Source: an optimization exercise on an open RTL-to-GDS flow (aim: small area). Production flows keep margins and buffers that such runs may drop.
Only simulation tests tie the RTL to the original design; equivalence was not proved.
Power and IR drop assume default switching activity.

run 1:
==> module MouseReceiver, before the edit <==
module MouseReceiver(
	input 				RESET,
	input 				CLK,
	input 				FALL,			 
	input 				DATA_MOUSE_IN,
	input 				READ_ENABLE,
	input 				SHIFT_IN,		 
	output 				START,			 
	output 				SHIFT,			 
	output [2:0] 		BIT_INDEX,
	output [7:0] 		BYTE_READ,
	output 				BYTE_ERROR,		 
	output 				BYTE_READY
);
	localparam [3:0] S_B8 = 4'd8, S_PAR = 4'd9, S_STOP = 4'd10, S_DONE = 4'd11,
	                 S_READY = 4'd12, S_IDLE = 4'd13;
	reg [3:0]  State;
	reg [7:0]  ShiftReg;
	reg        Err;
	reg [15:0] Tmo;
	wire       timeout = (Tmo == 16'h18fa);	 
	wire       in_bits = ~State[3];			 
	wire       idle    = (State == S_READY) | (State == S_IDLE);
	wire       s_par   = (State == S_PAR);
	wire       s_stop  = (State == S_STOP);
	assign START = idle & READ_ENABLE & FALL & ~DATA_MOUSE_IN;
	assign SHIFT = FALL & in_bits;
	wire       tmo_clr = FALL & ((~timeout & (in_bits | s_par)) | s_stop);
	wire       tmo_fb  = Tmo[15] ^ Tmo[14] ^ Tmo[12] ^ Tmo[3] ^ (Tmo[14:0] == 15'h2aaa);
	always @(posedge CLK) begin
		if (RESET | tmo_clr)
			Tmo <= 16'd0;
		else
			Tmo <= {~Tmo[14:0], tmo_fb};
	end
	wire [3:0] inc = {State[3] ^ (&State[2:0]), State[2] ^ (&State[1:0]),
	                  State[1] ^ State[0], ~State[0]};
	always @(posedge CLK) begin
		if (RESET)
			State <= S_IDLE;
		else if (idle)
			State <= START ? 4'd0 : S_IDLE;
		else if (State <= S_PAR) begin
			if (timeout)
				State <= S_IDLE;
			else if ((State == S_B8) | FALL)
				State <= inc;
		end else if (s_stop) begin
			if (FALL)
				State <= S_DONE;
		end else if (State == S_DONE)
			State <= S_READY;
		else
			State <= S_IDLE;
	end
	always @(posedge CLK)
		if (SHIFT)
			ShiftReg <= {SHIFT_IN, ShiftReg[7:1]};
	always @(posedge CLK) begin
		if (idle)
			Err <= 1'b1;
		else if (FALL & (in_bits | s_par))
			Err <= Err ^ DATA_MOUSE_IN;
		else if (FALL & s_stop)
			Err <= Err | ~DATA_MOUSE_IN;
	end
	assign BIT_INDEX  = State[2:0];
	assign BYTE_READY = (State == S_READY);
	assign BYTE_READ  = ShiftReg;
	assign BYTE_ERROR = Err;
endmodule
==> flow/config.mk <==
export PLATFORM = sky130hd
export DESIGN_NAME = MouseTransceiver
export DESIGN_NICKNAME = MouseTransceiver
export VERILOG_FILES = /design/flow/design.v
export SDC_FILE = /design/flow/constraint.sdc
export NUM_CORES = 4
export LEC_CHECK = 0
export CAP_MARGIN = 20
export CORE_MARGIN = 2
export CORE_UTILIZATION = 60
export SLEW_MARGIN = 20
==> flow/constraint.sdc <==
create_clock -name core_clock -period 10.0 [get_ports {CLK}]
set_input_delay 2.0000 -clock core_clock [delete_from_list [all_inputs] [get_ports {CLK}]]
set_output_delay 2.0000 -clock core_clock [all_outputs]
set_load 0.01 [all_outputs]
standard.sh (not shown) runs the stock make flow with config.mk's settings and CLKGATE_MAP_FILE= SYNTH_SCRIPT=/design/flow/synth_recipe.tcl, a recipe that flattens the netlist after the stock synthesis.
==> flow/flow/run.sh <==
#!/bin/bash
# The standard layout (standard.sh) with these changes to how it is made:
#  - synthesis is the standard synthesis script, except that no full/half
#    adder extraction runs before ABC and ABC maps with an area-oriented script
#    and no delay target. Several such scripts (flow/abc_*.txt) are tried, and
#    the one whose netlist has the least cell area is kept. Registers are
#    mapped exactly as in the standard synthesis: ABC only sees the logic
#    between them;
#  - the clock tree is built from clkbuf_4 cells, without dummy loads;
#  - port buffers are buf_1 cells.
# Each tool's full output goes to flow.log, next to ORFS's own logs in orfs/.
set -euo pipefail
W=$(pwd)
LOG=$W/flow.log
: > "$LOG"
STAT=$W/orfs/reports/sky130hd/MouseTransceiver/base/synth_stat.txt
VARS=(ADDER_MAP_FILE=
  "CTS_ARGS=-sink_clustering_enable -repair_clock_nets -buf_list sky130_fd_sc_hd__clkbuf_4 -sink_clustering_size 30 -sink_clustering_max_diameter 100 -dont_use_dummy_load"
  "BUFFER_PORTS_ARGS=-buffer_cell sky130_fd_sc_hd__buf_1")

# ORFS's synth.tcl with the ABC script replaced and its -D delay target dropped,
# and the standard flow's synthesis script sourcing it
make_synth_script() {
  sed "/synth_preamble.tcl/a set abc_args [lreplace \$abc_args 1 1 $1]\nset i [lsearch -exact \$abc_args -D]\nif {\$i >= 0} { set abc_args [lreplace \$abc_args \$i [expr {\$i + 1}]] }" \
    "$FLOW_HOME/scripts/synth.tcl" > "$W/orfs_synth.tcl"
  sed "s#\$::env(SCRIPTS_DIR)/synth.tcl#$W/orfs_synth.tcl#" "$W/synth_recipe.tcl" > "$W/own_synth.tcl"
}

best=""
best_area=""
first=1
for s in "$W"/flow/abc_*.txt; do
  make_synth_script "$s"
  if [[ $first == 1 ]]; then
    bash standard.sh SYNTH_SCRIPT="$W/own_synth.tcl" "${VARS[@]}" synth >> "$LOG" 2>&1
    first=0
  else
    bash standard.sh SYNTH_SCRIPT="$W/own_synth.tcl" "${VARS[@]}" do-yosys >> "$LOG" 2>&1
  fi
  area=$(awk '/Chip area for module/ {print $NF}' "$STAT")
  echo "ABC script $(basename "$s"): cell area $area" >> "$LOG"
  if [[ -z "$best" ]] || awk -v a="$area" -v b="$best_area" 'BEGIN { exit !(a < b) }'; then
    best=$s
    best_area=$area
  fi
done
echo "keeping ABC script $(basename "$best") ($best_area)" >> "$LOG"
make_synth_script "$best"
bash standard.sh SYNTH_SCRIPT="$W/own_synth.tcl" "${VARS[@]}" do-yosys >> "$LOG" 2>&1
bash standard.sh SYNTH_SCRIPT="$W/own_synth.tcl" "${VARS[@]}" finish >> "$LOG" 2>&1
Other scripts of this flow, unchanged in this note and not shown: flow/flow/abc_s11.txt, flow/flow/abc_s12.txt, flow/flow/abc_s14.txt, flow/flow/abc_s4.txt, flow/flow/abc_s7.txt, flow/flow/abc_s8.txt
Run 1 ended with every stage complete and zero timing, DRC or antenna violations.
diff inputs: run 1 => run 2
diff --git a/flow/design.v b/flow/design.v
--- a/flow/design.v
+++ b/flow/design.v
@@ -38,14 +38,14 @@
 	output 				SHIFT,			 
 	output [2:0] 		BIT_INDEX,
 	output [7:0] 		BYTE_READ,
 	output 				BYTE_ERROR,		 
 	output 				BYTE_READY
 );
-	localparam [3:0] S_B8 = 4'd8, S_PAR = 4'd9, S_STOP = 4'd10, S_DONE = 4'd11,
-	                 S_READY = 4'd12, S_IDLE = 4'd13;
+	localparam [3:0] S_PAR = 4'd8, S_STOP = 4'd9, S_DONE = 4'd10,
+	                 S_READY = 4'd11, S_IDLE = 4'd12;
 	reg [3:0]  State;
 	reg [7:0]  ShiftReg;
 	reg        Err;
 	reg [15:0] Tmo;
 	wire       timeout = (Tmo == 16'h18fa);	 
 	wire       in_bits = ~State[3];			 
@@ -69,13 +69,13 @@
 			State <= S_IDLE;
 		else if (idle)
 			State <= START ? 4'd0 : S_IDLE;
 		else if (State <= S_PAR) begin
 			if (timeout)
 				State <= S_IDLE;
-			else if ((State == S_B8) | FALL)
+			else if (FALL)
 				State <= inc;
 		end else if (s_stop) begin
 			if (FALL)
 				State <= S_DONE;
 		end else if (State == S_DONE)
 			State <= S_READY;
Run 2: all stages complete, timing, DRC and antenna checks passed
On fraction of area in registers, run 1 tracks run 2 almost exactly.
Diff run 1 -> run 2: clock power share lower, area share of xor/xnor cells in the synthesized design stayed essentially flat, total vias in the final route lower.
Sort run 2 and run 1 by overall fraction of global-route tracks in use desc -> top: run 1
In the flow results for run 2 and run 1, the first-pass GRT wire length is smaller on run 2.

static timing again, ports no longer ideal:
The results above use ideal ports. As a check the final layouts listed here were re-extracted and re-timed, cells and wires unchanged. Step 1 assumes that a clkbuf_16 drives the clock port and a buf_2 every other input. Step 2, shift: input delay + t, output delay - t, t = (earliest + latest rising clock arrival at the registers) / 2. This alone moves slack from input paths to output paths. a / b / c = ideal ports / drivers / drivers and shift; a / b = the first two.
run	shift t [ns]	slack for setup (ns)	worst setup path after step 2	latest minus earliest clock arrival (ns)	worst data-port slew with drivers (ns)
run 1	0.510	6.159 / 6.127 / 6.472	input to register	0.037 / 0.037	0.04
run 2	0.497	6.267 / 6.237 / 6.316	input to register	0.045 / 0.044	0.03
After both steps setup and hold are still met in every run listed.
